Background: an optimization exercise with open tools, aiming at small area. Do not read the settings as production practice.
Function was checked by simulation only, so behaviour that the tests miss may differ from the original.
No activity file was given, so power comes from the tool's default toggle rates.

## flow/design.v (module list and top-level ports; edited modules follow where they fit)
// module fc_lane: 111 lines
// module fc_sum: 61 lines
// module conv_dp: 416 lines
// module pp8: 15 lines
// module fa: 3 lines
// module ha: 3 lines
// module npu: 184 lines
module npu (
    input  logic        clk,
    input  logic        rst_ni,
    input  logic        ena,
    input  logic        wea,
    input  logic [15:0] addra,
    input  logic [31:0] dina,
    output logic [31:0] douta
);
  // ...
==> flow/flow/run.sh <==
#!/bin/bash
# The standard ORFS layout (standard.sh), with different buffering:
#  - each port gets a sky130_fd_sc_hd__buf_1 buffer instead of buffer_ports' default cell;
#  - the constant-1 inputs of the adder cells share one tie cell per module (no tie fanout repair).
# repair_design, CTS and repair_timing run as in the standard flow.
set -euo pipefail
cp config.mk flow_config.mk
cat >> flow_config.mk <<'CFG'
export BUFFER_PORTS_ARGS = -buffer_cell sky130_fd_sc_hd__buf_1
export REMOVE_ABC_BUFFERS = 1
export SKIP_REPAIR_TIE_FANOUT = 1
CFG
sed "s#DESIGN_CONFIG=[^ ]*#DESIGN_CONFIG=$PWD/flow_config.mk#" standard.sh > flow_standard.sh
bash flow_standard.sh > flow_standard.log 2>&1
==> flow/standard.sh <==
#!/bin/bash
# synth_recipe.tcl (not shown) runs the flow's synth.tcl, then flattens the netlist and writes it again
# the make line also repeats each setting of config.mk as NAME=value (left out here)
make -C /OpenROAD-flow-scripts/flow DESIGN_CONFIG=/design/flow/config.mk WORK_HOME=/design/flow/orfs CLKGATE_MAP_FILE= SYNTH_SCRIPT=/design/flow/synth_recipe.tcl "${@:-finish}"
==> flow/config.mk <==
export PLATFORM = sky130hd
export DESIGN_NAME = npu
export DESIGN_NICKNAME = npu
export VERILOG_FILES = /design/flow/design.v
export SDC_FILE = /design/flow/constraint.sdc
export NUM_CORES = 4
export LEC_CHECK = 0
export CAP_MARGIN = 20
export CORE_MARGIN = 2
export CORE_UTILIZATION = 45
export CTS_BUF_LIST = sky130_fd_sc_hd__clkbuf_8
export CTS_CLUSTER_DIAMETER = 80
export CTS_CLUSTER_SIZE = 16
export GPL_TIMING_DRIVEN = 0
export PLACE_DENSITY = 0.6
export SLEW_MARGIN = 20
export SYNTH_HIERARCHICAL = 1
==> flow/constraint.sdc <==
create_clock -name core_clock -period 12.0 [get_ports {clk}]
set_input_delay 2.4000 -clock core_clock [delete_from_list [all_inputs] [get_ports {clk}]]
set_output_delay 2.4000 -clock core_clock [all_outputs]
set_load 0.01 [all_outputs]
==> results.py, run 1 <==
metrics = {
    "status": {
        "status": "no timing/DRC/antenna violations",
    },
    "job": {
        "drv_cap": 0,
    },
    "hold_path": {
        "hold_path.class": "flip-flop to flip-flop",
        "hold_start": "conv_w[27]$_DFFE_PP_",
    },
    "synth": {
        "synth-xor-area-share_pct": 0.2612,
        "yosysUniqueCellTypes": 72,
        "synth_ff_type": "dfxtp_1",
        "ys_ff_latch": 378,
        "synth_top_area_cell": "fa_1",
        "yosysWarnings": 12,
    },
    "cells_and_area": {
        "seq_area_share_pct": 30.29,
        "layout-area-overhead-vs-synth_pct": 3.854,
        "antennaDiodeCount": 4,
        "stdcell_count": 3230,
        "seq_area_um2": 9344,
        "final_common_cell": "fa_1",
        "mostFrequentLayoutCells": "fa_1, nor2_1, dfxtp_1, edfxtp_1, and2_1",
        "n_all_inverters": 17,
    },
    "sta": {
        "period_share_pct": 90.95,
        "fin_tns_setup_ps": 0,
        "slew_viol_final": 0,
        "rsz0062_at_grt": "no",
        "final-hold-violation-count": 0,
    },
    "routing": {
        "remaining_drc_errors": 0,
        "routedLengthMet1_mm": 30.37,
        "dr_total_vias": 18650,
    },
    "power": {
        "power_switching_mw": 1.054,
        "p_comb_mw": 0.883,
    },
    "floorplan": {
        "ios": 84,
        "die_area_um2": 68080,
        "start_util_pct": 45.34,
    },
    "worst_setup_path": {
        "worstSetupPathType": "flip-flop to flip-flop",
        "reg2reg_from": "w_shifted$_DFF_P_",
        "r2r_setup_slack_ps": 1090,
    },
    "placed_design": {
        "placed_area_um2": 30140,
    },
    "global_routing": {
        "use_met2_pct": 43.68,
    },
    "clocking": {
        "cts_setup_buffers": 0,
    },
}
==> inputs of run 2 (changes only) <==
--- a/flow/config.mk
+++ b/flow/config.mk
@@ -7,11 +7,11 @@
 export LEC_CHECK = 0
 export CAP_MARGIN = 20
 export CORE_MARGIN = 2
-export CORE_UTILIZATION = 45
+export CORE_UTILIZATION = 60
 export CTS_BUF_LIST = sky130_fd_sc_hd__clkbuf_8
 export CTS_CLUSTER_DIAMETER = 80
 export CTS_CLUSTER_SIZE = 16
 export GPL_TIMING_DRIVEN = 0
-export PLACE_DENSITY = 0.6
+export PLACE_DENSITY = 0.75
 export SLEW_MARGIN = 20
 export SYNTH_HIERARCHICAL = 1
==> run 2 against run 1 <==
  * Die area shrank 25%
  * Register-to-register slack got worse by 30 ps
  * Via count up 1.5%
  * Synthesized area stayed put
  * Wire length down 5.3%
  * Hold slack got worse by 2.2 ps
  * Largest power group unchanged
  * Clock-buffer cell count decreased by 6
  * Sequential power about the same
  * Combinational power grew 0.9%
  * Power shrank 1.7%
==> results.py, run 2 <==
metrics = {
    "clocking": {
        "cts_setup_buffers": 0,
        "root_buffer": "clkbuf_8",
        "cts_buffer_depth": 3,
        "cts_buffers": 31,
        "cts_max_level": 1,
        "cts.sinks": 378,
        "ctsResizeCount": 0,
        "clk_latency_ps": 710,
        "clkTransAtPathRegs_ps": 100,
        "cts_hold_buf": 0,
        "cts_tree": "done",
    },
    "routing": {
        "highest_layer": "met5",
        "postRouteAntennaNets": 0,
        "remaining_drc_errors": 0,
        "dr_total_vias": 18930,
        "wl_per_cell_um": 25.74,
        "wl_met3_mm": 6.562,
        "routed_wirelength_mm": 77.82,
        "dr.pass1.iters": 10,
        "drtIter0Drc": 1734,
        "routedLengthMet1_mm": 27.46,
        "viasPerCell": 6.263,
        "route.met2.wl_mm": 37.66,
    },
    "worst_setup_path": {
        "critPathMaxStageDelay_ps": 990,
        "cp.arrival_ps": 11540,
        "critPathLaunchType": "flip-flop",
        "path_delay_family": "adder cells",
        "r2r_setup_slack_ps": 1050,
        "cp_common_cell": "fa_1",
        "required_ps": 12590,
        "critical_path_peak_fanout": 17,
        "worstSetupPathType": "flip-flop to flip-flop",
        "endpoint_kind": "flip-flop",
        "slowest_stage": "dfxtp_1",
        "worst-path-buf-inv": 0,
    },
    "sta": {
        "finalCriticalPeriod_ps": 10950,
        "final-hold-violation-count": 0,
        "relSlewSlack_pct": 15.37,
        "setup_viol": 0,
        "rsz0062_at_grt": "no",
        "fin_tns_setup_ps": 0,
        "finClkSkew_ps": 62.93,
        "slew_viol_final": 0,
        "worstMarginPinSlew_ps": 1234,
        "period_share_pct": 91.24,
        "max_freq_mhz": 91.33,
    },
    "power": {
        "power.internal_mw": 2.136,
        "p_seq_share_pct": 48.4,
        "ir_drop_v": 0.0001383,
        "power.density_nw_per_um2": 103.6,
        "power_switching_mw": 1.025,
        "clkPwrFrac_pct": 23.4,
        "p_leak_nw": 12.64,
        "switching_share_pct": 32.43,
        "p_comb_share_pct": 28.2,
    },
    "synth": {
        "synth_top_area_cell": "fa_1",
        "ys_seq_area_share_pct": 31.44,
        "synth_ff_type": "dfxtp_1",
        "synth_enable_flop_cells": 177,
        "ys_ff_latch": 378,
        "synth.area.top_cells": "fa_1, edfxtp_1, dfxtp_1, nor2_1, buf_6",
        "ys_async_sr_fraction_pct": 0,
        "synthTopCellsByCount": "fa_1, nor2_1, dfxtp_1, edfxtp_1, and2_1",
        "synth_top_area_share_pct": 38.08,
        "synth.most_common_cell": "fa_1",
        "yosysWarnings": 12,
        "syn_area_per_cell_um2": 12.34,
        "yosysUniqueCellTypes": 72,
        "syn_inst": 2407,
        "synthesis.area_um2": 29700,
    },
    "cells_and_area": {
        "multi_input_area_um2": 19040,
        "fillers": 3714,
        "largestRegisters": "acc x72, conv_w x72, img x72",
        "fin_nets": 3008,
        "mostFrequentLayoutCells": "fa_1, nor2_1, dfxtp_1, edfxtp_1, and2_1",
        "layout-area-overhead-vs-synth_pct": 2.700,
        "final_util_pct": 62.32,
        "final_common_cell": "fa_1",
        "seq_area_um2": 9344,
        "layout-drive-gt1-share_pct": 6.621,
    },
    "global_routing": {
        "grt_remaining_overflow": 0,
        "grt_max_degree": 56,
        "grt_pass1_wl_mm": 121.2,
        "track_usage_pct": 32.16,
        "antenna_found_initial": 5,
        "grt_pass1_vias": 20380,
    },
    "floorplan": {
        "start_util_pct": 60.68,
        "die_area_um2": 51300,
        "ios": 84,
        "die_w_um": 226.5,
        "fp-row-count": 81,
        "die_h_um": 226.5,
        "core_area_um2": 48950,
    },
    "placed_design": {
        "io_buffers": 70,
        "gp_congestion": 0.9689,
        "dp_hpwl_mm": 60.49,
    },
    "hold_path": {
        "hold_path.class": "flip-flop to flip-flop",
    },
    "job": {
        "drv_cap": 0,
    },
    "status": {
        "status": "no timing/DRC/antenna violations",
    },
}
-- run 2: cell counts after synthesis --
No cell type changed its count.
-- run 2: worst reg2reg max path, cell delays in order (launching register included) --
cell	delay (ps)
dfxtp_1	990
nand2b_4	560
mux2i_1	980
nor2_1	180
fa_1	500
fa_1	460
fa_1	520
fa_1	420
fa_1	460
fa_1	420
fa_1	420
fa_1	390
fa_1	400
fa_1	450
ha_1	220
fa_1	400
fa_1	390
ha_1	220
fa_1	380
fa_1	390
fa_1	390
fa_1	370
ha_1	190
ha_1	190
fa_1	380
xnor2_1	180
-- run 2: power by group through the flow --
stage               sequential [mW]  clock (mW)  combinational, mW
finish                         1.53       0.739              0.891
global route                   1.55       0.789               1.04
CTS                            1.53       0.749              0.909
detailed placement             1.56           0              0.898
global placement               1.56           0              0.833
floorplan                      1.53           0              0.633
-- run 2: logic make-up (layout without fill, tap and decap cells) --
logic type	Yosys count	after routing	synth area share, %
other	3	6	0.03791
buffers and inverters	218	167	5.004
flip-flops	378	378	31.44
AND/OR/NAND/NOR	868	868	14.07
AO/OA/AOI/OAI	236	236	5.986
multiplexers	71	71	2.591
adder cells (fa/ha/maj)	625	625	40.61
XOR/XNOR	8	8	0.2612
-- run 2: final cells by class --
cell class              instances  area share (%)
inverters                      17          0.2133
clock inverters                27          0.6152
diodes                          3         0.02461
multi-input cells            1811           62.41
flip-flops and latches        378           30.63
well taps                     664           2.723
repair buffers                 92           1.981
clock buffers                  31           1.399
-- run 2: metrics by stage --
step	total power, mW	hold slack (ps)	instance area (um^2)	worst slack [ps]	std cells
3_3_place_gp	2.392	426.2	29370	-1081	2940
6_report	3.161	450.2	30510	1051	3023
5_1_grt	3.371	460.5	30500	759.4	3021
4_1_cts	3.190	456.0	30440	1037	3017
3_5_place_dp	2.459	430.7	29830	1073	2959
2_1_floorplan	2.162	419.0	28280	1407	2206
-- run 2: layer usage --
metal  vias up  GRT usage (%)
met5         -              0
met4         6          20.90
met3       282          5.754
met2      1040          52.29
met1      9764          39.93
li1       7842              -
-- run 2: modules after synthesis (local to each module, per instance) --
| module | times used | cells inside | flip-flops and latches | area, um^2 |
|---|---|---|---|---|
| conv_dp | 1 | 194 | 0 | 1737 |
| fa | 565 | 1 | 0 | 20.02 |
| fc_lane | 3 | 2 | 0 | 12.51 |
| fc_sum | 1 | 33 | 0 | 225.2 |
| ha | 60 | 1 | 0 | 12.51 |
| npu | 1 | 917 | 378 | 12560 |
| pp8 | 8 | 79 | 0 | 385.4 |
-- run 2: path summary, 6_finish.rpt --
path	from	to	cells past startpoint
setup / recovery	w_shifted$_DFF_P_	conv_x[19]$_DFF_P_	25
hold / removal	conv_w[0]$_DFFE_PP_	conv_w[8]$_DFFE_PP_	0
setup reg to reg	w_shifted$_DFF_P_	conv_x[19]$_DFF_P_	25
hold reg to reg	conv_w[0]$_DFFE_PP_	conv_w[8]$_DFFE_PP_	0
==> module conv_dp, before the edit <==
module conv_dp (
    input  logic [71:0] di,
    input  logic [71:0] dw,
    input  logic [2:0]  fi,
    input  logic [2:0]  fw,
    input  logic [1:0]  live,
    input  logic        shi,
    input  logic        shw,
    input  logic        ph2,
    input  logic [19:0] x,
    output logic [19:0] r
);
  wire [2:0] lc = ~(fi | fw);    
  wire [7:0] u0 = ph2 ? (live[1] ? (shi ? di[23:16] : di[15:8]) : 8'd0) : (lc[2] ? di[23:16] : 8'd0);
  wire [7:0] v0 = (ph2 && !shw) ? dw[15:8] : dw[23:16];
  wire [7:0] u1 = ph2 ? (live[1] ? (shi ? di[47:40] : di[39:32]) : 8'd0) : (lc[2] ? di[47:40] : 8'd0);
  wire [7:0] v1 = (ph2 && !shw) ? dw[39:32] : dw[47:40];
  wire [7:0] u2 = ph2 ? (live[0] ? (shi ? di[15:8] : di[7:0]) : 8'd0) : (lc[0] ? di[55:48] : 8'd0);
  wire [7:0] v2 = ph2 ? (shw ? dw[15:8] : dw[7:0]) : dw[55:48];
  wire [7:0] u3 = ph2 ? (live[0] ? (shi ? di[39:32] : di[31:24]) : 8'd0) : (lc[1] ? di[63:56] : 8'd0);
  wire [7:0] v3 = ph2 ? (shw ? dw[39:32] : dw[31:24]) : dw[63:56];
  wire [7:0] u4 = (!ph2 && lc[2]) ? di[71:64] : 8'd0;
  wire [7:0] v4 = dw[71:64];
  wire [19:0] xr = ph2 ? x : 20'd722176;
  wire [63:0] p0, p1, p2, p3, p4;
  pp8 u_pp0 (.un(~u0), .vn(~v0), .p(p0));
  pp8 u_pp1 (.un(~u1), .vn(~v1), .p(p1));
  pp8 u_pp2 (.un(~u2), .vn(~v2), .p(p2));
  pp8 u_pp3 (.un(~u3), .vn(~v3), .p(p3));
  pp8 u_pp4 (.un(~u4), .vn(~v4), .p(p4));
  wire d_s1, d_c2, d_s3, d_c4, d_s5, d_c6, d_s7, d_c8, d_s9, d_c10, d_s11, d_c12;
  wire d_s13, d_c14, d_s15, d_c16, d_s17, d_c18, d_s19, d_c20, d_s21, d_c22, d_s23, d_c24;
  wire d_s25, d_c26, d_s27, d_c28, d_s29, d_c30, d_s31, d_c32, d_s33, d_c34, d_s35, d_c36;
  wire d_s37, d_c38, d_s39, d_c40, d_s41, d_c42, d_s43, d_c44, d_s45, d_c46, d_s47, d_c48;
  wire d_s49, d_c50, d_s51, d_c52, d_s53, d_c54, d_s55, d_c56, d_s57, d_c58, d_s59, d_c60;
  wire d_s61, d_c62, d_s63, d_c64, d_s65, d_c66, d_s67, d_c68, d_s69, d_c70, d_s71, d_c72;
  wire d_s73, d_c74, d_s75, d_c76, d_s77, d_c78, d_s79, d_c80, d_s81, d_c82, d_s83, d_c84;
  wire d_s85, d_c86, d_s87, d_c88, d_s89, d_c90, d_s91, d_c92, d_s93, d_c94, d_s95, d_c96;
  wire d_s97, d_c98, d_s99, d_c100, d_s101, d_c102, d_s103, d_c104, d_s105, d_c106, d_s107, d_c108;
  wire d_s109, d_c110, d_s111, d_c112, d_s113, d_c114, d_s115, d_c116, d_s117, d_c118, d_s119, d_c120;
  wire d_s121, d_c122, d_s123, d_c124, d_s125, d_c126, d_s127, d_c128, d_s129, d_c130, d_s131, d_c132;
  wire d_s133, d_c134, d_s135, d_c136, d_s137, d_c138, d_s139, d_c140, d_s141, d_c142, d_s143, d_c144;
  wire d_s145, d_c146, d_s147, d_c148, d_s149, d_c150, d_s151, d_c152, d_s153, d_c154, d_s155, d_c156;
  wire d_s157, d_c158, d_s159, d_c160, d_s161, d_c162, d_s163, d_c164, d_s165, d_c166, d_s167, d_c168;
  wire d_s169, d_c170, d_s171, d_c172, d_s173, d_c174, d_s175, d_c176, d_s177, d_c178, d_s179, d_c180;
  wire d_s181, d_c182, d_s183, d_c184, d_s185, d_c186, d_s187, d_c188, d_s189, d_c190, d_s191, d_c192;
  wire d_s193, d_c194, d_s195, d_c196, d_s197, d_c198, d_s199, d_c200, d_s201, d_c202, d_s203, d_c204;
  wire d_s205, d_c206, d_s207, d_c208, d_s209, d_c210, d_s211, d_c212, d_s213, d_c214, d_s215, d_c216;
  wire d_s217, d_c218, d_s219, d_c220, d_s221, d_c222, d_s223, d_c224, d_s225, d_c226, d_s227, d_c228;
  wire d_s229, d_c230, d_s231, d_c232, d_s233, d_c234, d_s235, d_c236, d_s237, d_c238, d_s239, d_c240;
  wire d_s241, d_c242, d_s243, d_c244, d_s245, d_c246, d_s247, d_c248, d_s249, d_c250, d_s251, d_c252;
  wire d_s253, d_c254, d_s255, d_c256, d_s257, d_c258, d_s259, d_c260, d_s261, d_c262, d_s263, d_c264;
  wire d_s265, d_c266, d_s267, d_c268, d_s269, d_c270, d_s271, d_c272, d_s273, d_c274, d_s275, d_c276;
  wire d_s277, d_c278, d_s279, d_c280, d_s281, d_c282, d_s283, d_c284, d_s285, d_c286, d_s287, d_c288;
  wire d_s289, d_c290, d_s291, d_c292, d_s293, d_c294, d_s295, d_c296, d_s297, d_c298, d_s299, d_c300;
  wire d_s301, d_c302, d_s303, d_c304, d_s305, d_c306, d_s307, d_c308, d_s309, d_c310, d_s311, d_c312;
  wire d_s313, d_c314, d_s315, d_c316, d_s317, d_c318, d_s319, d_c320, d_s321, d_c322, d_s323, d_c324;
  wire d_s325, d_c326, d_s327, d_c328, d_s329, d_c330, d_s331, d_c332, d_s333, d_c334, d_s335, d_c336;
  wire d_s337, d_c338, d_s339, d_c340, d_s341, d_c342, d_s343, d_c344, d_s345, d_c346, d_s347, d_c348;
  wire d_s349, d_c350, d_s351, d_c352, d_s353, d_c354, d_s355, d_c356, d_s357, d_c358, d_s359, d_c360;
  wire d_s361, d_c362, d_s363, d_c364, d_s365, d_c366, d_s367, d_c368, d_s369, d_c370, d_s371, d_c372;
  wire d_s373, d_c374, d_s375, d_c376, d_s377, d_c378, d_s379, d_c380, d_s381, d_c382, d_s383, d_c384;
  wire d_s385, d_c386, d_s387, d_c388, d_s389, d_c390, d_s391, d_c392, d_s393, d_c394, d_s395, d_c396;
  wire d_s397, d_c398, d_s399, d_c400, d_s401, d_c402, d_s403, d_c404, d_s405, d_c406, d_s407, d_c408;
  wire d_s409, d_c410, d_s411, d_c412, d_s413, d_c414, d_s415, d_c416, d_s417, d_c418, d_s419, d_c420;
  wire d_s421, d_c422, d_s423, d_c424, d_s425, d_c426, d_s427, d_c428, d_s429, d_c430, d_s431, d_c432;
  wire d_s433, d_c434, d_s435, d_c436, d_s437, d_c438, d_s439, d_c440, d_s441, d_c442, d_s443, d_c444;
  wire d_s445, d_c446, d_s447, d_c448, d_s449, d_c450, d_s451, d_c452, d_s453, d_c454, d_s455, d_c456;
  wire d_s457, d_c458, d_s459, d_c460, d_s461, d_c462, d_s463, d_c464, d_s465, d_c466, d_s467, d_c468;
  wire d_s469, d_c470, d_s471, d_c472, d_s473, d_c474, d_s475, d_c476, d_s477, d_c478, d_s479, d_c480;
  wire d_s481, d_c482, d_s483, d_c484, d_s485, d_c486, d_s487, d_c488, d_s489, d_c490, d_s491, d_c492;
  wire d_s493, d_c494, d_s495, d_c496, d_s497, d_c498, d_s499, d_c500, d_s501, d_c502, d_s503, d_c504;
  wire d_s505, d_c506, d_s507, d_c508, d_s509, d_c510, d_s511, d_c512, d_s513, d_c514, d_s515, d_c516;
  wire d_s517, d_c518, d_s519, d_c520, d_s521, d_c522, d_s523, d_c524, d_s525, d_c526, d_s527, d_c528;
  wire d_s529, d_c530, d_s531, d_c532, d_s533, d_c534, d_s535, d_c536, d_s537, d_c538, d_s539, d_c540;
  wire d_s541, d_c542, d_s543, d_c544, d_s545, d_c546, d_s547, d_c548, d_s549, d_c550, d_s551, d_c552;
  wire d_s553, d_c554, d_s555, d_c556, d_s557, d_c558, d_s559, d_c560, d_s561, d_c562, d_s563, d_c564;
  wire d_s565, d_c566, d_s567, d_c568, d_s569, d_c570, d_s571, d_c572, d_s573, d_c574, d_s575, d_c576;
  wire d_s577, d_c578, d_s579, d_c580, d_s581, d_c582, d_s583, d_c584, d_s585, d_c586, d_s587, d_c588;
  wire d_s589, d_c590, d_s591, d_c592, d_s593, d_c594, d_s595, d_c596, d_s597, d_c598, d_s599, d_c600;
  wire d_s601, d_c602, d_s603, d_c604, d_s605, d_c606, d_s607, d_c608, d_s609, d_c610, d_s611, d_c612;
  wire d_s613, d_c614, d_s615, d_c616, d_s617, d_c618, d_s619, d_c620, d_s621, d_c622, d_c624, d_c626;
  wire d_c628, d_c630, d_c632, d_c634, d_c636, d_c638, d_c640, d_c642, d_c644, d_c646, d_c648, d_c650;
  wire d_c652, d_c654, d_c656, d_c658, d_c660;
  fa u_d_s1 (.a(p0[0]), .b(p1[0]), .c(p2[0]), .s(d_s1), .co(d_c2));
  fa u_d_s3 (.a(p3[0]), .b(p4[0]), .c(xr[0]), .s(d_s3), .co(d_c4));
  fa u_d_s5 (.a(p0[1]), .b(p0[8]), .c(p1[1]), .s(d_s5), .co(d_c6));
  fa u_d_s7 (.a(p1[8]), .b(p2[1]), .c(p2[8]), .s(d_s7), .co(d_c8));
  fa u_d_s9 (.a(p3[1]), .b(p3[8]), .c(p4[1]), .s(d_s9), .co(d_c10));
  fa u_d_s11 (.a(p4[8]), .b(xr[1]), .c(d_c2), .s(d_s11), .co(d_c12));
  fa u_d_s13 (.a(d_s5), .b(d_s7), .c(d_s9), .s(d_s13), .co(d_c14));
  fa u_d_s15 (.a(d_c4), .b(d_s11), .c(d_s13), .s(d_s15), .co(d_c16));
  fa u_d_s17 (.a(p0[2]), .b(p0[9]), .c(p0[16]), .s(d_s17), .co(d_c18));
  fa u_d_s19 (.a(p1[2]), .b(p1[9]), .c(p1[16]), .s(d_s19), .co(d_c20));
  fa u_d_s21 (.a(p2[2]), .b(p2[9]), .c(p2[16]), .s(d_s21), .co(d_c22));
  fa u_d_s23 (.a(p3[2]), .b(p3[9]), .c(p3[16]), .s(d_s23), .co(d_c24));
  fa u_d_s25 (.a(p4[2]), .b(p4[9]), .c(p4[16]), .s(d_s25), .co(d_c26));
  fa u_d_s27 (.a(xr[2]), .b(d_c6), .c(d_c8), .s(d_s27), .co(d_c28));
  fa u_d_s29 (.a(d_c10), .b(d_s17), .c(d_s19), .s(d_s29), .co(d_c30));
  fa u_d_s31 (.a(d_s21), .b(d_s23), .c(d_s25), .s(d_s31), .co(d_c32));
  fa u_d_s33 (.a(d_c12), .b(d_c14), .c(d_s27), .s(d_s33), .co(d_c34));
  fa u_d_s35 (.a(d_s29), .b(d_s31), .c(d_c16), .s(d_s35), .co(d_c36));
  fa u_d_s37 (.a(p0[3]), .b(p0[10]), .c(p0[17]), .s(d_s37), .co(d_c38));
  fa u_d_s39 (.a(p0[24]), .b(p1[3]), .c(p1[10]), .s(d_s39), .co(d_c40));
  fa u_d_s41 (.a(p1[17]), .b(p1[24]), .c(p2[3]), .s(d_s41), .co(d_c42));
  fa u_d_s43 (.a(p2[10]), .b(p2[17]), .c(p2[24]), .s(d_s43), .co(d_c44));
  fa u_d_s45 (.a(p3[3]), .b(p3[10]), .c(p3[17]), .s(d_s45), .co(d_c46));
  fa u_d_s47 (.a(p3[24]), .b(p4[3]), .c(p4[10]), .s(d_s47), .co(d_c48));
  fa u_d_s49 (.a(p4[17]), .b(p4[24]), .c(xr[3]), .s(d_s49), .co(d_c50));
  fa u_d_s51 (.a(d_c18), .b(d_c20), .c(d_c22), .s(d_s51), .co(d_c52));
  fa u_d_s53 (.a(d_c24), .b(d_c26), .c(d_s37), .s(d_s53), .co(d_c54));
  fa u_d_s55 (.a(d_s39), .b(d_s41), .c(d_s43), .s(d_s55), .co(d_c56));
  fa u_d_s57 (.a(d_s45), .b(d_s47), .c(d_s49), .s(d_s57), .co(d_c58));
  fa u_d_s59 (.a(d_c28), .b(d_c30), .c(d_c32), .s(d_s59), .co(d_c60));
  fa u_d_s61 (.a(d_s51), .b(d_s53), .c(d_s55), .s(d_s61), .co(d_c62));
  fa u_d_s63 (.a(d_s57), .b(d_c34), .c(d_s59), .s(d_s63), .co(d_c64));
  fa u_d_s65 (.a(d_s61), .b(d_c36), .c(d_s63), .s(d_s65), .co(d_c66));
  fa u_d_s67 (.a(p0[4]), .b(p0[11]), .c(p0[18]), .s(d_s67), .co(d_c68));
  fa u_d_s69 (.a(p0[25]), .b(p0[32]), .c(p1[4]), .s(d_s69), .co(d_c70));
  fa u_d_s71 (.a(p1[11]), .b(p1[18]), .c(p1[25]), .s(d_s71), .co(d_c72));
  fa u_d_s73 (.a(p1[32]), .b(p2[4]), .c(p2[11]), .s(d_s73), .co(d_c74));
  fa u_d_s75 (.a(p2[18]), .b(p2[25]), .c(p2[32]), .s(d_s75), .co(d_c76));
  fa u_d_s77 (.a(p3[4]), .b(p3[11]), .c(p3[18]), .s(d_s77), .co(d_c78));
  fa u_d_s79 (.a(p3[25]), .b(p3[32]), .c(p4[4]), .s(d_s79), .co(d_c80));
  fa u_d_s81 (.a(p4[11]), .b(p4[18]), .c(p4[25]), .s(d_s81), .co(d_c82));
  fa u_d_s83 (.a(p4[32]), .b(xr[4]), .c(d_c38), .s(d_s83), .co(d_c84));
  fa u_d_s85 (.a(d_c40), .b(d_c42), .c(d_c44), .s(d_s85), .co(d_c86));
  fa u_d_s87 (.a(d_c46), .b(d_c48), .c(d_s67), .s(d_s87), .co(d_c88));
  fa u_d_s89 (.a(d_s69), .b(d_s71), .c(d_s73), .s(d_s89), .co(d_c90));
  fa u_d_s91 (.a(d_s75), .b(d_s77), .c(d_s79), .s(d_s91), .co(d_c92));
  fa u_d_s93 (.a(d_s81), .b(d_c50), .c(d_c52), .s(d_s93), .co(d_c94));
  fa u_d_s95 (.a(d_c54), .b(d_c56), .c(d_s83), .s(d_s95), .co(d_c96));
  fa u_d_s97 (.a(d_s85), .b(d_s87), .c(d_s89), .s(d_s97), .co(d_c98));
  fa u_d_s99 (.a(d_s91), .b(d_c58), .c(d_s93), .s(d_s99), .co(d_c100));
  fa u_d_s101 (.a(d_c60), .b(d_c62), .c(d_s95), .s(d_s101), .co(d_c102));
  fa u_d_s103 (.a(d_s97), .b(d_c64), .c(d_s99), .s(d_s103), .co(d_c104));
  fa u_d_s105 (.a(d_s101), .b(d_c66), .c(d_s103), .s(d_s105), .co(d_c106));
  fa u_d_s107 (.a(p0[5]), .b(p0[12]), .c(p0[19]), .s(d_s107), .co(d_c108));
  fa u_d_s109 (.a(p0[26]), .b(p0[33]), .c(p0[40]), .s(d_s109), .co(d_c110));
  fa u_d_s111 (.a(p1[5]), .b(p1[12]), .c(p1[19]), .s(d_s111), .co(d_c112));
  fa u_d_s113 (.a(p1[26]), .b(p1[33]), .c(p1[40]), .s(d_s113), .co(d_c114));
  fa u_d_s115 (.a(p2[5]), .b(p2[12]), .c(p2[19]), .s(d_s115), .co(d_c116));
  fa u_d_s117 (.a(p2[26]), .b(p2[33]), .c(p2[40]), .s(d_s117), .co(d_c118));
  fa u_d_s119 (.a(p3[5]), .b(p3[12]), .c(p3[19]), .s(d_s119), .co(d_c120));
  fa u_d_s121 (.a(p3[26]), .b(p3[33]), .c(p3[40]), .s(d_s121), .co(d_c122));
  fa u_d_s123 (.a(p4[5]), .b(p4[12]), .c(p4[19]), .s(d_s123), .co(d_c124));
  fa u_d_s125 (.a(p4[26]), .b(p4[33]), .c(p4[40]), .s(d_s125), .co(d_c126));
  fa u_d_s127 (.a(xr[5]), .b(d_c68), .c(d_c70), .s(d_s127), .co(d_c128));
  fa u_d_s129 (.a(d_c72), .b(d_c74), .c(d_c76), .s(d_s129), .co(d_c130));
  fa u_d_s131 (.a(d_c78), .b(d_c80), .c(d_c82), .s(d_s131), .co(d_c132));
  fa u_d_s133 (.a(d_s107), .b(d_s109), .c(d_s111), .s(d_s133), .co(d_c134));
  fa u_d_s135 (.a(d_s113), .b(d_s115), .c(d_s117), .s(d_s135), .co(d_c136));
  fa u_d_s137 (.a(d_s119), .b(d_s121), .c(d_s123), .s(d_s137), .co(d_c138));
  fa u_d_s139 (.a(d_s125), .b(d_c84), .c(d_c86), .s(d_s139), .co(d_c140));
  fa u_d_s141 (.a(d_c88), .b(d_c90), .c(d_c92), .s(d_s141), .co(d_c142));
  fa u_d_s143 (.a(d_s127), .b(d_s129), .c(d_s131), .s(d_s143), .co(d_c144));
  fa u_d_s145 (.a(d_s133), .b(d_s135), .c(d_s137), .s(d_s145), .co(d_c146));
  fa u_d_s147 (.a(d_c94), .b(d_s139), .c(d_c96), .s(d_s147), .co(d_c148));
  fa u_d_s149 (.a(d_c98), .b(d_s141), .c(d_s143), .s(d_s149), .co(d_c150));
  fa u_d_s151 (.a(d_s145), .b(d_c100), .c(d_c102), .s(d_s151), .co(d_c152));
  fa u_d_s153 (.a(d_s147), .b(d_s149), .c(d_c104), .s(d_s153), .co(d_c154));
  fa u_d_s155 (.a(d_s151), .b(d_c106), .c(d_s153), .s(d_s155), .co(d_c156));
  fa u_d_s157 (.a(p0[6]), .b(p0[13]), .c(p0[20]), .s(d_s157), .co(d_c158));
  fa u_d_s159 (.a(p0[27]), .b(p0[34]), .c(p0[41]), .s(d_s159), .co(d_c160));
  fa u_d_s161 (.a(p0[48]), .b(p1[6]), .c(p1[13]), .s(d_s161), .co(d_c162));
  fa u_d_s163 (.a(p1[20]), .b(p1[27]), .c(p1[34]), .s(d_s163), .co(d_c164));
  fa u_d_s165 (.a(p1[41]), .b(p1[48]), .c(p2[6]), .s(d_s165), .co(d_c166));
  fa u_d_s167 (.a(p2[13]), .b(p2[20]), .c(p2[27]), .s(d_s167), .co(d_c168));
  fa u_d_s169 (.a(p2[34]), .b(p2[41]), .c(p2[48]), .s(d_s169), .co(d_c170));
  fa u_d_s171 (.a(p3[6]), .b(p3[13]), .c(p3[20]), .s(d_s171), .co(d_c172));
  fa u_d_s173 (.a(p3[27]), .b(p3[34]), .c(p3[41]), .s(d_s173), .co(d_c174));
  fa u_d_s175 (.a(p3[48]), .b(p4[6]), .c(p4[13]), .s(d_s175), .co(d_c176));
  fa u_d_s177 (.a(p4[20]), .b(p4[27]), .c(p4[34]), .s(d_s177), .co(d_c178));
  fa u_d_s179 (.a(p4[41]), .b(p4[48]), .c(xr[6]), .s(d_s179), .co(d_c180));
  fa u_d_s181 (.a(d_c108), .b(d_c110), .c(d_c112), .s(d_s181), .co(d_c182));
  fa u_d_s183 (.a(d_c114), .b(d_c116), .c(d_c118), .s(d_s183), .co(d_c184));
  fa u_d_s185 (.a(d_c120), .b(d_c122), .c(d_c124), .s(d_s185), .co(d_c186));
  fa u_d_s187 (.a(d_c126), .b(d_s157), .c(d_s159), .s(d_s187), .co(d_c188));
  fa u_d_s189 (.a(d_s161), .b(d_s163), .c(d_s165), .s(d_s189), .co(d_c190));
  fa u_d_s191 (.a(d_s167), .b(d_s169), .c(d_s171), .s(d_s191), .co(d_c192));
  fa u_d_s193 (.a(d_s173), .b(d_s175), .c(d_s177), .s(d_s193), .co(d_c194));
  fa u_d_s195 (.a(d_s179), .b(d_c128), .c(d_c130), .s(d_s195), .co(d_c196));
  fa u_d_s197 (.a(d_c132), .b(d_c134), .c(d_c136), .s(d_s197), .co(d_c198));
  fa u_d_s199 (.a(d_c138), .b(d_s181), .c(d_s183), .s(d_s199), .co(d_c200));
  fa u_d_s201 (.a(d_s185), .b(d_s187), .c(d_s189), .s(d_s201), .co(d_c202));
  fa u_d_s203 (.a(d_s191), .b(d_s193), .c(d_c140), .s(d_s203), .co(d_c204));
  fa u_d_s205 (.a(d_s195), .b(d_c142), .c(d_c144), .s(d_s205), .co(d_c206));
  fa u_d_s207 (.a(d_c146), .b(d_s197), .c(d_s199), .s(d_s207), .co(d_c208));
  fa u_d_s209 (.a(d_s201), .b(d_s203), .c(d_c148), .s(d_s209), .co(d_c210));
  fa u_d_s211 (.a(d_c150), .b(d_s205), .c(d_s207), .s(d_s211), .co(d_c212));
  fa u_d_s213 (.a(d_c152), .b(d_s209), .c(d_s211), .s(d_s213), .co(d_c214));
  fa u_d_s215 (.a(d_c154), .b(d_s213), .c(d_c156), .s(d_s215), .co(d_c216));
  fa u_d_s217 (.a(p0[7]), .b(p0[14]), .c(p0[21]), .s(d_s217), .co(d_c218));
  fa u_d_s219 (.a(p0[28]), .b(p0[35]), .c(p0[42]), .s(d_s219), .co(d_c220));
  fa u_d_s221 (.a(p0[49]), .b(p0[56]), .c(p1[7]), .s(d_s221), .co(d_c222));
  fa u_d_s223 (.a(p1[14]), .b(p1[21]), .c(p1[28]), .s(d_s223), .co(d_c224));
  fa u_d_s225 (.a(p1[35]), .b(p1[42]), .c(p1[49]), .s(d_s225), .co(d_c226));
  fa u_d_s227 (.a(p1[56]), .b(p2[7]), .c(p2[14]), .s(d_s227), .co(d_c228));
  fa u_d_s229 (.a(p2[21]), .b(p2[28]), .c(p2[35]), .s(d_s229), .co(d_c230));
  fa u_d_s231 (.a(p2[42]), .b(p2[49]), .c(p2[56]), .s(d_s231), .co(d_c232));
  fa u_d_s233 (.a(p3[7]), .b(p3[14]), .c(p3[21]), .s(d_s233), .co(d_c234));
  fa u_d_s235 (.a(p3[28]), .b(p3[35]), .c(p3[42]), .s(d_s235), .co(d_c236));
  fa u_d_s237 (.a(p3[49]), .b(p3[56]), .c(p4[7]), .s(d_s237), .co(d_c238));
  fa u_d_s239 (.a(p4[14]), .b(p4[21]), .c(p4[28]), .s(d_s239), .co(d_c240));
  fa u_d_s241 (.a(p4[35]), .b(p4[42]), .c(p4[49]), .s(d_s241), .co(d_c242));
  fa u_d_s243 (.a(p4[56]), .b(xr[7]), .c(d_c158), .s(d_s243), .co(d_c244));
  fa u_d_s245 (.a(d_c160), .b(d_c162), .c(d_c164), .s(d_s245), .co(d_c246));
  fa u_d_s247 (.a(d_c166), .b(d_c168), .c(d_c170), .s(d_s247), .co(d_c248));
  fa u_d_s249 (.a(d_c172), .b(d_c174), .c(d_c176), .s(d_s249), .co(d_c250));
  fa u_d_s251 (.a(d_c178), .b(d_s217), .c(d_s219), .s(d_s251), .co(d_c252));
  fa u_d_s253 (.a(d_s221), .b(d_s223), .c(d_s225), .s(d_s253), .co(d_c254));
  fa u_d_s255 (.a(d_s227), .b(d_s229), .c(d_s231), .s(d_s255), .co(d_c256));
  fa u_d_s257 (.a(d_s233), .b(d_s235), .c(d_s237), .s(d_s257), .co(d_c258));
  fa u_d_s259 (.a(d_s239), .b(d_s241), .c(d_c180), .s(d_s259), .co(d_c260));
  fa u_d_s261 (.a(d_c182), .b(d_c184), .c(d_c186), .s(d_s261), .co(d_c262));
  fa u_d_s263 (.a(d_c188), .b(d_c190), .c(d_c192), .s(d_s263), .co(d_c264));
  fa u_d_s265 (.a(d_c194), .b(d_s243), .c(d_s245), .s(d_s265), .co(d_c266));
  fa u_d_s267 (.a(d_s247), .b(d_s249), .c(d_s251), .s(d_s267), .co(d_c268));
  fa u_d_s269 (.a(d_s253), .b(d_s255), .c(d_s257), .s(d_s269), .co(d_c270));
  fa u_d_s271 (.a(d_s259), .b(d_c196), .c(d_s261), .s(d_s271), .co(d_c272));
  fa u_d_s273 (.a(d_c198), .b(d_c200), .c(d_c202), .s(d_s273), .co(d_c274));
  fa u_d_s275 (.a(d_s263), .b(d_s265), .c(d_s267), .s(d_s275), .co(d_c276));
  fa u_d_s277 (.a(d_s269), .b(d_c204), .c(d_c206), .s(d_s277), .co(d_c278));
  fa u_d_s279 (.a(d_c208), .b(d_s271), .c(d_s273), .s(d_s279), .co(d_c280));
  fa u_d_s281 (.a(d_s275), .b(d_c210), .c(d_s277), .s(d_s281), .co(d_c282));
  fa u_d_s283 (.a(d_c212), .b(d_s279), .c(d_s281), .s(d_s283), .co(d_c284));
  fa u_d_s285 (.a(d_c214), .b(d_s283), .c(d_c216), .s(d_s285), .co(d_c286));
  fa u_d_s287 (.a(p0[15]), .b(p0[22]), .c(p0[29]), .s(d_s287), .co(d_c288));
  fa u_d_s289 (.a(p0[36]), .b(p0[43]), .c(p0[50]), .s(d_s289), .co(d_c290));
  fa u_d_s291 (.a(p0[57]), .b(p1[15]), .c(p1[22]), .s(d_s291), .co(d_c292));
  fa u_d_s293 (.a(p1[29]), .b(p1[36]), .c(p1[43]), .s(d_s293), .co(d_c294));
  fa u_d_s295 (.a(p1[50]), .b(p1[57]), .c(p2[15]), .s(d_s295), .co(d_c296));
  fa u_d_s297 (.a(p2[22]), .b(p2[29]), .c(p2[36]), .s(d_s297), .co(d_c298));
  fa u_d_s299 (.a(p2[43]), .b(p2[50]), .c(p2[57]), .s(d_s299), .co(d_c300));
  fa u_d_s301 (.a(p3[15]), .b(p3[22]), .c(p3[29]), .s(d_s301), .co(d_c302));
  fa u_d_s303 (.a(p3[36]), .b(p3[43]), .c(p3[50]), .s(d_s303), .co(d_c304));
  fa u_d_s305 (.a(p3[57]), .b(p4[15]), .c(p4[22]), .s(d_s305), .co(d_c306));
  fa u_d_s307 (.a(p4[29]), .b(p4[36]), .c(p4[43]), .s(d_s307), .co(d_c308));
  fa u_d_s309 (.a(p4[50]), .b(p4[57]), .c(xr[8]), .s(d_s309), .co(d_c310));
  fa u_d_s311 (.a(d_c218), .b(d_c220), .c(d_c222), .s(d_s311), .co(d_c312));
  fa u_d_s313 (.a(d_c224), .b(d_c226), .c(d_c228), .s(d_s313), .co(d_c314));
  fa u_d_s315 (.a(d_c230), .b(d_c232), .c(d_c234), .s(d_s315), .co(d_c316));
  fa u_d_s317 (.a(d_c236), .b(d_c238), .c(d_c240), .s(d_s317), .co(d_c318));
  fa u_d_s319 (.a(d_c242), .b(d_s287), .c(d_s289), .s(d_s319), .co(d_c320));
  fa u_d_s321 (.a(d_s291), .b(d_s293), .c(d_s295), .s(d_s321), .co(d_c322));
  fa u_d_s323 (.a(d_s297), .b(d_s299), .c(d_s301), .s(d_s323), .co(d_c324));
  fa u_d_s325 (.a(d_s303), .b(d_s305), .c(d_s307), .s(d_s325), .co(d_c326));
  fa u_d_s327 (.a(d_s309), .b(d_c244), .c(d_c246), .s(d_s327), .co(d_c328));
  fa u_d_s329 (.a(d_c248), .b(d_c250), .c(d_c252), .s(d_s329), .co(d_c330));
  fa u_d_s331 (.a(d_c254), .b(d_c256), .c(d_c258), .s(d_s331), .co(d_c332));
  fa u_d_s333 (.a(d_s311), .b(d_s313), .c(d_s315), .s(d_s333), .co(d_c334));
  fa u_d_s335 (.a(d_s317), .b(d_s319), .c(d_s321), .s(d_s335), .co(d_c336));
  fa u_d_s337 (.a(d_s323), .b(d_s325), .c(d_c260), .s(d_s337), .co(d_c338));
  fa u_d_s339 (.a(d_c262), .b(d_s327), .c(d_c264), .s(d_s339), .co(d_c340));
  fa u_d_s341 (.a(d_c266), .b(d_c268), .c(d_c270), .s(d_s341), .co(d_c342));
  fa u_d_s343 (.a(d_s329), .b(d_s331), .c(d_s333), .s(d_s343), .co(d_c344));
  fa u_d_s345 (.a(d_s335), .b(d_s337), .c(d_c272), .s(d_s345), .co(d_c346));
  fa u_d_s347 (.a(d_c274), .b(d_s339), .c(d_s341), .s(d_s347), .co(d_c348));
  fa u_d_s349 (.a(d_s343), .b(d_c276), .c(d_c278), .s(d_s349), .co(d_c350));
  fa u_d_s351 (.a(d_s345), .b(d_c280), .c(d_s347), .s(d_s351), .co(d_c352));
  fa u_d_s353 (.a(d_c282), .b(d_s349), .c(d_s351), .s(d_s353), .co(d_c354));
  fa u_d_s355 (.a(d_c284), .b(d_s353), .c(d_c286), .s(d_s355), .co(d_c356));
  fa u_d_s357 (.a(p0[23]), .b(p0[30]), .c(p0[37]), .s(d_s357), .co(d_c358));
  fa u_d_s359 (.a(p0[44]), .b(p0[51]), .c(p0[58]), .s(d_s359), .co(d_c360));
  fa u_d_s361 (.a(p1[23]), .b(p1[30]), .c(p1[37]), .s(d_s361), .co(d_c362));
  fa u_d_s363 (.a(p1[44]), .b(p1[51]), .c(p1[58]), .s(d_s363), .co(d_c364));
  fa u_d_s365 (.a(p2[23]), .b(p2[30]), .c(p2[37]), .s(d_s365), .co(d_c366));
  fa u_d_s367 (.a(p2[44]), .b(p2[51]), .c(p2[58]), .s(d_s367), .co(d_c368));
  fa u_d_s369 (.a(p3[23]), .b(p3[30]), .c(p3[37]), .s(d_s369), .co(d_c370));
  fa u_d_s371 (.a(p3[44]), .b(p3[51]), .c(p3[58]), .s(d_s371), .co(d_c372));
  fa u_d_s373 (.a(p4[23]), .b(p4[30]), .c(p4[37]), .s(d_s373), .co(d_c374));
  fa u_d_s375 (.a(p4[44]), .b(p4[51]), .c(p4[58]), .s(d_s375), .co(d_c376));
  fa u_d_s377 (.a(xr[9]), .b(d_c288), .c(d_c290), .s(d_s377), .co(d_c378));
  fa u_d_s379 (.a(d_c292), .b(d_c294), .c(d_c296), .s(d_s379), .co(d_c380));
  fa u_d_s381 (.a(d_c298), .b(d_c300), .c(d_c302), .s(d_s381), .co(d_c382));
  fa u_d_s383 (.a(d_c304), .b(d_c306), .c(d_c308), .s(d_s383), .co(d_c384));
  fa u_d_s385 (.a(d_s357), .b(d_s359), .c(d_s361), .s(d_s385), .co(d_c386));
  fa u_d_s387 (.a(d_s363), .b(d_s365), .c(d_s367), .s(d_s387), .co(d_c388));
  fa u_d_s389 (.a(d_s369), .b(d_s371), .c(d_s373), .s(d_s389), .co(d_c390));
  fa u_d_s391 (.a(d_s375), .b(d_c310), .c(d_c312), .s(d_s391), .co(d_c392));
  fa u_d_s393 (.a(d_c314), .b(d_c316), .c(d_c318), .s(d_s393), .co(d_c394));
  fa u_d_s395 (.a(d_c320), .b(d_c322), .c(d_c324), .s(d_s395), .co(d_c396));
  fa u_d_s397 (.a(d_c326), .b(d_s377), .c(d_s379), .s(d_s397), .co(d_c398));
  fa u_d_s399 (.a(d_s381), .b(d_s383), .c(d_s385), .s(d_s399), .co(d_c400));
  fa u_d_s401 (.a(d_s387), .b(d_s389), .c(d_c328), .s(d_s401), .co(d_c402));
  fa u_d_s403 (.a(d_s391), .b(d_s393), .c(d_c330), .s(d_s403), .co(d_c404));
  fa u_d_s405 (.a(d_c332), .b(d_c334), .c(d_c336), .s(d_s405), .co(d_c406));
  fa u_d_s407 (.a(d_s395), .b(d_s397), .c(d_s399), .s(d_s407), .co(d_c408));
  fa u_d_s409 (.a(d_c338), .b(d_s401), .c(d_c340), .s(d_s409), .co(d_c410));
  fa u_d_s411 (.a(d_c342), .b(d_c344), .c(d_s403), .s(d_s411), .co(d_c412));
  fa u_d_s413 (.a(d_s405), .b(d_s407), .c(d_c346), .s(d_s413), .co(d_c414));
  fa u_d_s415 (.a(d_s409), .b(d_c348), .c(d_s411), .s(d_s415), .co(d_c416));
  fa u_d_s417 (.a(d_c350), .b(d_s413), .c(d_c352), .s(d_s417), .co(d_c418));
  fa u_d_s419 (.a(d_s415), .b(d_c354), .c(d_s417), .s(d_s419), .co(d_c420));
  fa u_d_s421 (.a(p0[31]), .b(p0[38]), .c(p0[45]), .s(d_s421), .co(d_c422));
  fa u_d_s423 (.a(p0[52]), .b(p0[59]), .c(p1[31]), .s(d_s423), .co(d_c424));
  fa u_d_s425 (.a(p1[38]), .b(p1[45]), .c(p1[52]), .s(d_s425), .co(d_c426));
  fa u_d_s427 (.a(p1[59]), .b(p2[31]), .c(p2[38]), .s(d_s427), .co(d_c428));
  fa u_d_s429 (.a(p2[45]), .b(p2[52]), .c(p2[59]), .s(d_s429), .co(d_c430));
  fa u_d_s431 (.a(p3[31]), .b(p3[38]), .c(p3[45]), .s(d_s431), .co(d_c432));
  fa u_d_s433 (.a(p3[52]), .b(p3[59]), .c(p4[31]), .s(d_s433), .co(d_c434));
  fa u_d_s435 (.a(p4[38]), .b(p4[45]), .c(p4[52]), .s(d_s435), .co(d_c436));
  fa u_d_s437 (.a(p4[59]), .b(xr[10]), .c(d_c358), .s(d_s437), .co(d_c438));
  fa u_d_s439 (.a(d_c360), .b(d_c362), .c(d_c364), .s(d_s439), .co(d_c440));
  fa u_d_s441 (.a(d_c366), .b(d_c368), .c(d_c370), .s(d_s441), .co(d_c442));
  fa u_d_s443 (.a(d_c372), .b(d_c374), .c(d_c376), .s(d_s443), .co(d_c444));
  fa u_d_s445 (.a(d_s421), .b(d_s423), .c(d_s425), .s(d_s445), .co(d_c446));
  fa u_d_s447 (.a(d_s427), .b(d_s429), .c(d_s431), .s(d_s447), .co(d_c448));
  fa u_d_s449 (.a(d_s433), .b(d_s435), .c(d_c378), .s(d_s449), .co(d_c450));
  fa u_d_s451 (.a(d_c380), .b(d_c382), .c(d_c384), .s(d_s451), .co(d_c452));
  fa u_d_s453 (.a(d_c386), .b(d_c388), .c(d_c390), .s(d_s453), .co(d_c454));
  fa u_d_s455 (.a(d_s437), .b(d_s439), .c(d_s441), .s(d_s455), .co(d_c456));
  fa u_d_s457 (.a(d_s443), .b(d_s445), .c(d_s447), .s(d_s457), .co(d_c458));
  fa u_d_s459 (.a(d_c392), .b(d_c394), .c(d_s449), .s(d_s459), .co(d_c460));
  fa u_d_s461 (.a(d_s451), .b(d_c396), .c(d_c398), .s(d_s461), .co(d_c462));
  fa u_d_s463 (.a(d_c400), .b(d_s453), .c(d_s455), .s(d_s463), .co(d_c464));
  fa u_d_s465 (.a(d_s457), .b(d_c402), .c(d_c404), .s(d_s465), .co(d_c466));
  fa u_d_s467 (.a(d_c406), .b(d_s459), .c(d_s461), .s(d_s467), .co(d_c468));
  fa u_d_s469 (.a(d_s463), .b(d_c408), .c(d_c410), .s(d_s469), .co(d_c470));
  fa u_d_s471 (.a(d_c412), .b(d_s465), .c(d_s467), .s(d_s471), .co(d_c472));
  fa u_d_s473 (.a(d_c414), .b(d_s469), .c(d_c416), .s(d_s473), .co(d_c474));
  fa u_d_s475 (.a(d_s471), .b(d_c418), .c(d_s473), .s(d_s475), .co(d_c476));
  fa u_d_s477 (.a(p0[39]), .b(p0[46]), .c(p0[53]), .s(d_s477), .co(d_c478));
  fa u_d_s479 (.a(p0[60]), .b(p1[39]), .c(p1[46]), .s(d_s479), .co(d_c480));
  fa u_d_s481 (.a(p1[53]), .b(p1[60]), .c(p2[39]), .s(d_s481), .co(d_c482));
  fa u_d_s483 (.a(p2[46]), .b(p2[53]), .c(p2[60]), .s(d_s483), .co(d_c484));
  fa u_d_s485 (.a(p3[39]), .b(p3[46]), .c(p3[53]), .s(d_s485), .co(d_c486));
  fa u_d_s487 (.a(p3[60]), .b(p4[39]), .c(p4[46]), .s(d_s487), .co(d_c488));
  fa u_d_s489 (.a(p4[53]), .b(p4[60]), .c(xr[11]), .s(d_s489), .co(d_c490));
  fa u_d_s491 (.a(d_c422), .b(d_c424), .c(d_c426), .s(d_s491), .co(d_c492));
  fa u_d_s493 (.a(d_c428), .b(d_c430), .c(d_c432), .s(d_s493), .co(d_c494));
  fa u_d_s495 (.a(d_c434), .b(d_c436), .c(d_s477), .s(d_s495), .co(d_c496));
  fa u_d_s497 (.a(d_s479), .b(d_s481), .c(d_s483), .s(d_s497), .co(d_c498));
  fa u_d_s499 (.a(d_s485), .b(d_s487), .c(d_s489), .s(d_s499), .co(d_c500));
  fa u_d_s501 (.a(d_c438), .b(d_c440), .c(d_c442), .s(d_s501), .co(d_c502));
  fa u_d_s503 (.a(d_c444), .b(d_c446), .c(d_c448), .s(d_s503), .co(d_c504));
  fa u_d_s505 (.a(d_s491), .b(d_s493), .c(d_s495), .s(d_s505), .co(d_c506));
  fa u_d_s507 (.a(d_s497), .b(d_c450), .c(d_c452), .s(d_s507), .co(d_c508));
  fa u_d_s509 (.a(d_s499), .b(d_s501), .c(d_c454), .s(d_s509), .co(d_c510));
  fa u_d_s511 (.a(d_c456), .b(d_c458), .c(d_s503), .s(d_s511), .co(d_c512));
  fa u_d_s513 (.a(d_s505), .b(d_s507), .c(d_c460), .s(d_s513), .co(d_c514));
  fa u_d_s515 (.a(d_c462), .b(d_c464), .c(d_s509), .s(d_s515), .co(d_c516));
  fa u_d_s517 (.a(d_s511), .b(d_c466), .c(d_c468), .s(d_s517), .co(d_c518));
  fa u_d_s519 (.a(d_s513), .b(d_s515), .c(d_c470), .s(d_s519), .co(d_c520));
  fa u_d_s521 (.a(d_c472), .b(d_s517), .c(d_s519), .s(d_s521), .co(d_c522));
  fa u_d_s523 (.a(d_c474), .b(d_s521), .c(d_c476), .s(d_s523), .co(d_c524));
  fa u_d_s525 (.a(p0[47]), .b(p0[54]), .c(p0[61]), .s(d_s525), .co(d_c526));
  fa u_d_s527 (.a(p1[47]), .b(p1[54]), .c(p1[61]), .s(d_s527), .co(d_c528));
  fa u_d_s529 (.a(p2[47]), .b(p2[54]), .c(p2[61]), .s(d_s529), .co(d_c530));
  fa u_d_s531 (.a(p3[47]), .b(p3[54]), .c(p3[61]), .s(d_s531), .co(d_c532));
  fa u_d_s533 (.a(p4[47]), .b(p4[54]), .c(p4[61]), .s(d_s533), .co(d_c534));
  fa u_d_s535 (.a(xr[12]), .b(d_c478), .c(d_c480), .s(d_s535), .co(d_c536));
  fa u_d_s537 (.a(d_c482), .b(d_c484), .c(d_c486), .s(d_s537), .co(d_c538));
  fa u_d_s539 (.a(d_c488), .b(d_s525), .c(d_s527), .s(d_s539), .co(d_c540));
  fa u_d_s541 (.a(d_s529), .b(d_s531), .c(d_s533), .s(d_s541), .co(d_c542));
  fa u_d_s543 (.a(d_c490), .b(d_c492), .c(d_c494), .s(d_s543), .co(d_c544));
  fa u_d_s545 (.a(d_c496), .b(d_c498), .c(d_s535), .s(d_s545), .co(d_c546));
  fa u_d_s547 (.a(d_s537), .b(d_s539), .c(d_s541), .s(d_s547), .co(d_c548));
  fa u_d_s549 (.a(d_c500), .b(d_c502), .c(d_s543), .s(d_s549), .co(d_c550));
  fa u_d_s551 (.a(d_c504), .b(d_c506), .c(d_s545), .s(d_s551), .co(d_c552));
  fa u_d_s553 (.a(d_s547), .b(d_c508), .c(d_c510), .s(d_s553), .co(d_c554));
  fa u_d_s555 (.a(d_c512), .b(d_s549), .c(d_s551), .s(d_s555), .co(d_c556));
  fa u_d_s557 (.a(d_c514), .b(d_c516), .c(d_s553), .s(d_s557), .co(d_c558));
  fa u_d_s559 (.a(d_s555), .b(d_c518), .c(d_s557), .s(d_s559), .co(d_c560));
  fa u_d_s561 (.a(d_c520), .b(d_s559), .c(d_c522), .s(d_s561), .co(d_c562));
  fa u_d_s563 (.a(p0[55]), .b(p0[62]), .c(p1[55]), .s(d_s563), .co(d_c564));
  fa u_d_s565 (.a(p1[62]), .b(p2[55]), .c(p2[62]), .s(d_s565), .co(d_c566));
  fa u_d_s567 (.a(p3[55]), .b(p3[62]), .c(p4[55]), .s(d_s567), .co(d_c568));
  fa u_d_s569 (.a(p4[62]), .b(xr[13]), .c(d_c526), .s(d_s569), .co(d_c570));
  fa u_d_s571 (.a(d_c528), .b(d_c530), .c(d_c532), .s(d_s571), .co(d_c572));
  fa u_d_s573 (.a(d_c534), .b(d_s563), .c(d_s565), .s(d_s573), .co(d_c574));
  fa u_d_s575 (.a(d_s567), .b(d_c536), .c(d_c538), .s(d_s575), .co(d_c576));
  fa u_d_s577 (.a(d_c540), .b(d_c542), .c(d_s569), .s(d_s577), .co(d_c578));
  fa u_d_s579 (.a(d_s571), .b(d_s573), .c(d_c544), .s(d_s579), .co(d_c580));
  fa u_d_s581 (.a(d_s575), .b(d_c546), .c(d_c548), .s(d_s581), .co(d_c582));
  fa u_d_s583 (.a(d_s577), .b(d_s579), .c(d_c550), .s(d_s583), .co(d_c584));
  fa u_d_s585 (.a(d_c552), .b(d_s581), .c(d_c554), .s(d_s585), .co(d_c586));
  fa u_d_s587 (.a(d_s583), .b(d_c556), .c(d_c558), .s(d_s587), .co(d_c588));
  fa u_d_s589 (.a(d_s585), .b(d_c560), .c(d_s587), .s(d_s589), .co(d_c590));
  fa u_d_s591 (.a(p0[63]), .b(p1[63]), .c(p2[63]), .s(d_s591), .co(d_c592));
  fa u_d_s593 (.a(p3[63]), .b(p4[63]), .c(xr[14]), .s(d_s593), .co(d_c594));
  fa u_d_s595 (.a(d_c564), .b(d_c566), .c(d_c568), .s(d_s595), .co(d_c596));
  fa u_d_s597 (.a(d_s591), .b(d_s593), .c(d_c570), .s(d_s597), .co(d_c598));
  fa u_d_s599 (.a(d_c572), .b(d_c574), .c(d_s595), .s(d_s599), .co(d_c600));
  fa u_d_s601 (.a(d_c576), .b(d_s597), .c(d_c578), .s(d_s601), .co(d_c602));
  fa u_d_s603 (.a(d_s599), .b(d_c580), .c(d_c582), .s(d_s603), .co(d_c604));
  fa u_d_s605 (.a(d_s601), .b(d_c584), .c(d_s603), .s(d_s605), .co(d_c606));
  fa u_d_s607 (.a(d_c586), .b(d_s605), .c(d_c588), .s(d_s607), .co(d_c608));
  fa u_d_s609 (.a(xr[15]), .b(d_c592), .c(d_c594), .s(d_s609), .co(d_c610));
  fa u_d_s611 (.a(d_c596), .b(d_s609), .c(d_c598), .s(d_s611), .co(d_c612));
  fa u_d_s613 (.a(d_c600), .b(d_s611), .c(d_c602), .s(d_s613), .co(d_c614));
  fa u_d_s615 (.a(d_c604), .b(d_s613), .c(d_c606), .s(d_s615), .co(d_c616));
  fa u_d_s617 (.a(xr[16]), .b(d_c610), .c(d_c612), .s(d_s617), .co(d_c618));
  fa u_d_s619 (.a(d_c614), .b(d_s617), .c(d_c616), .s(d_s619), .co(d_c620));
  fa u_d_s621 (.a(xr[17]), .b(d_c618), .c(d_c620), .s(d_s621), .co(d_c622));
  ha u_d_s623 (.a(d_s1), .b(d_s3), .s(r[0]), .co(d_c624));
  ha u_d_s625 (.a(d_s15), .b(d_c624), .s(r[1]), .co(d_c626));
  fa u_d_s627 (.a(d_s33), .b(d_s35), .c(d_c626), .s(r[2]), .co(d_c628));
  ha u_d_s629 (.a(d_s65), .b(d_c628), .s(r[3]), .co(d_c630));
  ha u_d_s631 (.a(d_s105), .b(d_c630), .s(r[4]), .co(d_c632));
  ha u_d_s633 (.a(d_s155), .b(d_c632), .s(r[5]), .co(d_c634));
  ha u_d_s635 (.a(d_s215), .b(d_c634), .s(r[6]), .co(d_c636));
  ha u_d_s637 (.a(d_s285), .b(d_c636), .s(r[7]), .co(d_c638));
  ha u_d_s639 (.a(d_s355), .b(d_c638), .s(r[8]), .co(d_c640));
  fa u_d_s641 (.a(d_c356), .b(d_s419), .c(d_c640), .s(r[9]), .co(d_c642));
  fa u_d_s643 (.a(d_c420), .b(d_s475), .c(d_c642), .s(r[10]), .co(d_c644));
  ha u_d_s645 (.a(d_s523), .b(d_c644), .s(r[11]), .co(d_c646));
  fa u_d_s647 (.a(d_c524), .b(d_s561), .c(d_c646), .s(r[12]), .co(d_c648));
  fa u_d_s649 (.a(d_c562), .b(d_s589), .c(d_c648), .s(r[13]), .co(d_c650));
  fa u_d_s651 (.a(d_c590), .b(d_s607), .c(d_c650), .s(r[14]), .co(d_c652));
  fa u_d_s653 (.a(d_c608), .b(d_s615), .c(d_c652), .s(r[15]), .co(d_c654));
  ha u_d_s655 (.a(d_s619), .b(d_c654), .s(r[16]), .co(d_c656));
  ha u_d_s657 (.a(d_s621), .b(d_c656), .s(r[17]), .co(d_c658));
  fa u_d_s659 (.a(xr[18]), .b(d_c622), .c(d_c658), .s(r[18]), .co(d_c660));
  assign r[19] = xr[19] ^ d_c660;
endmodule
==> inputs of run 3 (changes only) <==
--- a/flow/design.v
+++ b/flow/design.v
@@ -187,10 +187,10 @@
   wire [7:0] v0 = (ph2 && !shw) ? dw[15:8] : dw[23:16];
   wire [7:0] u1 = ph2 ? (live[1] ? (shi ? di[47:40] : di[39:32]) : 8'd0) : (lc[2] ? di[47:40] : 8'd0);
   wire [7:0] v1 = (ph2 && !shw) ? dw[39:32] : dw[47:40];
-  wire [7:0] u2 = ph2 ? (live[0] ? (shi ? di[15:8] : di[7:0]) : 8'd0) : (lc[0] ? di[55:48] : 8'd0);
-  wire [7:0] v2 = ph2 ? (shw ? dw[15:8] : dw[7:0]) : dw[55:48];
-  wire [7:0] u3 = ph2 ? (live[0] ? (shi ? di[39:32] : di[31:24]) : 8'd0) : (lc[1] ? di[63:56] : 8'd0);
-  wire [7:0] v3 = ph2 ? (shw ? dw[39:32] : dw[31:24]) : dw[63:56];
+  wire [7:0] u2 = ph2 ? (live[0] ? (shi ? di[63:56] : di[55:48]) : 8'd0) : (lc[1] ? di[63:56] : 8'd0);
+  wire [7:0] v2 = (ph2 && !shw) ? dw[55:48] : dw[63:56];
+  wire [7:0] u3 = ph2 ? (live[0] ? (shi ? di[39:32] : di[31:24]) : 8'd0) : (lc[0] ? di[7:0] : 8'd0);
+  wire [7:0] v3 = ph2 ? (shw ? dw[39:32] : dw[31:24]) : dw[7:0];
   wire [7:0] u4 = (!ph2 && lc[2]) ? di[71:64] : 8'd0;
   wire [7:0] v4 = dw[71:64];
   wire [19:0] xr = ph2 ? x : 20'd722176;
==> run 3 against run 2 <==
  * Worst setup slack got worse by 400 ps
  * Clock-buffer cell count did not move
  * Hold slack got worse by 5.3 ps
  * Via count hardly changed
  * Power down 0.81%
  * Global-route usage fell by 0.12 points
  * Core utilization decreased by 0.11 points
  * Register-to-register slack lost 400 ps
  * Critical endpoint unchanged
  * Largest power group unchanged
==> results.py, run 3 <==
metrics = {
    "routing": {
        "remaining_drc_errors": 0,
        "routed_wirelength_mm": 77.05,
        "wl_met3_mm": 6.998,
        "dr_total_vias": 18940,
        "wl_per_cell_um": 25.60,
        "highest_layer": "met5",
        "route.met2.wl_mm": 37.49,
        "viasPerCell": 6.292,
        "dr.pass1.iters": 6,
    },
    "worst_setup_path": {
        "r2r_setup_slack_ps": 650,
        "worstSetupPathType": "flip-flop to flip-flop",
        "endpoint_kind": "flip-flop",
        "required_ps": 12560,
        "critical_path_peak_fanout": 61,
    },
    "clocking": {
        "cts_setup_buffers": 0,
        "cts.sinks": 378,
        "cts_buffer_depth": 3,
        "ctsResizeCount": 0,
        "cts_buffers": 30,
        "clk_latency_ps": 680,
        "cts_max_level": 1,
        "cts_tree": "done",
        "root_buffer": "clkbuf_8",
    },
    "global_routing": {
        "grt_remaining_overflow": 0,
        "grt_pass1_wl_mm": 121.6,
        "antenna_found_initial": 6,
        "track_usage_pct": 32.04,
        "grt_max_degree": 62,
    },
    "floorplan": {
        "start_util_pct": 60.77,
        "ios": 84,
        "die_h_um": 226.4,
        "fp-row-count": 81,
        "die_area_um2": 51270,
    },
    "sta": {
        "relSlewSlack_pct": 16.60,
        "rsz0062_at_grt": "no",
        "worstMarginPinSlew_ps": 1246,
        "period_share_pct": 94.55,
        "slew_viol_final": 0,
        "setup_viol": 0,
        "finalCriticalPeriod_ps": 11350,
    },
    "job": {
        "drv_cap": 0,
    },
    "cells_and_area": {
        "layout-drive-gt1-share_pct": 5.544,
        "fin_area_um2": 30390,
        "final_common_cell": "fa_1",
        "fillers": 3823,
        "layout-area-overhead-vs-synth_pct": 2.369,
        "final_util_pct": 62.21,
        "seq_area_um2": 9344,
    },
    "synth": {
        "ys_ff_latch": 378,
        "synth.most_common_cell": "fa_1",
        "synthTopCellsByCount": "fa_1, nor2_1, dfxtp_1, edfxtp_1, and2_1",
        "synthesis.area_um2": 29680,
        "ys_seq_area_share_pct": 31.46,
        "ys_async_sr_fraction_pct": 0,
        "synth_ff_type": "dfxtp_1",
        "synth_top_area_share_pct": 38.10,
        "yosysUniqueCellTypes": 71,
        "synth_enable_flop_cells": 177,
    },
    "placed_design": {
        "dp_hpwl_mm": 60.11,
        "placed_area_um2": 29790,
        "gp_congestion": 0.9864,
    },
    "power": {
        "power.internal_mw": 2.126,
        "p_total_mw": 3.136,
        "switching_share_pct": 32.21,
        "p_seq_share_pct": 48.9,
        "power_switching_mw": 1.010,
        "p_comb_share_pct": 28.3,
        "p_leak_nw": 12.51,
        "clkPwrFrac_pct": 22.9,
    },
    "hold_path": {
        "hold_path.class": "flip-flop to flip-flop",
    },
    "status": {
        "status": "no timing/DRC/antenna violations",
    },
}
-- run 3: cell types whose count changed in the layout (fill, tap and decap cells not counted), sizes merged, moves of 8 or more --
cell     before  now
a2bb2oi       0    8
and4b        16   24
and4         16   24
mux2         32    8
a22oi        62   46
a211oi       28   36
mux2i        39   47
-- run 3: per-layer routing --
metal	vias to the layer above	global-route usage, %
met5	-	0
met4	10	17.06
met3	289	6.531
met2	1069	52.41
met1	9729	40.55
li1	7843	-
-- run 3: metrics by stage --
step	setup TNS, ps	setup slack (ps)	hold WS, ps	std cells
floorplan	0	1223	418.3	2206
global placement	-2015	-785.6	422.6	2940
detailed placement	0	833.0	428.2	2954
CTS	0	770.7	449.7	3008
global route	0	313.1	463.8	3010
finish	0	653.8	444.9	3010
-- run 3: area by class of cell --
type	count	area share (%)
Inverter	17	0.2141
Sequential cell	378	30.75
Antenna cell	1	0.008235
Tap cell	664	2.734
Timing Repair Buffer	85	1.783
Multi-Input combinational cell	1811	62.62
Clock inverter	23	0.4900
Clock buffer	31	1.404
-- run 3: power groups by stage --
stage          sequential (mW)  combinational [mW]  clock (mW)
4_1_cts                   1.53               0.901       0.725
3_5_place_dp              1.56               0.881           0
3_3_place_gp              1.56               0.836           0
2_1_floorplan             1.53               0.631           0
5_1_grt                   1.55                1.03       0.772
6_report                  1.53               0.887       0.717
-- run 3: kinds of logic (layout without fill, tap and decap cells) --
logic type	count (synthesis)	in the layout	synth area share [%]
xor+xnor	8	8	0.2613
other cells	3	4	0.03793
flops	378	378	31.46
compound gates	236	236	6.091
buf+inv	219	156	5.050
mux	55	55	1.888
fa+ha+maj	625	625	40.63
simple gates	884	884	14.58
-- run 3: worst paths after layout --
check,startpoint,endpoint,cells after the start
worst min-delay path,img[55]$_DFFE_PP_,img[63]$_DFFE_PP_,0
worst max register to register,take$_DFF_P_,conv_x[19]$_DFF_P_,26
worst min register to register,img[55]$_DFFE_PP_,img[63]$_DFFE_PP_,0
worst max-delay path,take$_DFF_P_,conv_x[19]$_DFF_P_,26
-- run 3: critical path, stage by stage, from the launching register on --
cell and delay [ps]:
dfxtp_4 510, buf_16 260, nor2b_4 950, mux2i_1 1040, nor2_1 150, fa_1 500
fa_1 530, fa_1 550, fa_1 440, fa_1 470, fa_1 410, fa_1 410
fa_1 390, fa_1 380, fa_1 440, ha_1 230, fa_1 390, fa_1 400
ha_1 210, fa_1 380, fa_1 390, fa_1 390, fa_1 380, ha_1 190
ha_1 200, fa_1 390, xnor2_1 130
-- run 3: per-module statistics from Yosys, one instance, submodules excluded --
module / area, um^2 / cells / flip-flops and latches
npu: 12560 / 917 / 378
conv_dp: 1718 / 195 / 0
pp8: 385.4 / 79 / 0
fc_sum: 225.2 / 33 / 0
fa: 20.02 / 1 / 0
fc_lane: 12.51 / 2 / 0
ha: 12.51 / 1 / 0

separate check: timing with driven ports:
The flow's constraints put no driver on any port. The routed layouts listed below were extracted and timed again, unchanged, in two steps. Step 1: set_driving_cell puts a clkbuf_16 on clk and a buf_2 on each other input, an assumption about the parent block. Step 2 times the ports against the registers' clock, not the clock port: input delays grow and output delays shrink by t, the midpoint of the rising clock arrivals with the driver on. Slacks: no drivers / after step 1 / after step 2; pairs: no drivers / after step 1.
run | shift t [ns] | slack for setup (ns)
run 1 | 0.687 | 1.086 / 1.086 / 1.086
run 2 | 0.734 | 1.051 / 1.051 / 1.051
run 3 | 0.712 | 0.654 / 0.654 / 0.654
After both steps setup and hold are still met in every run listed.
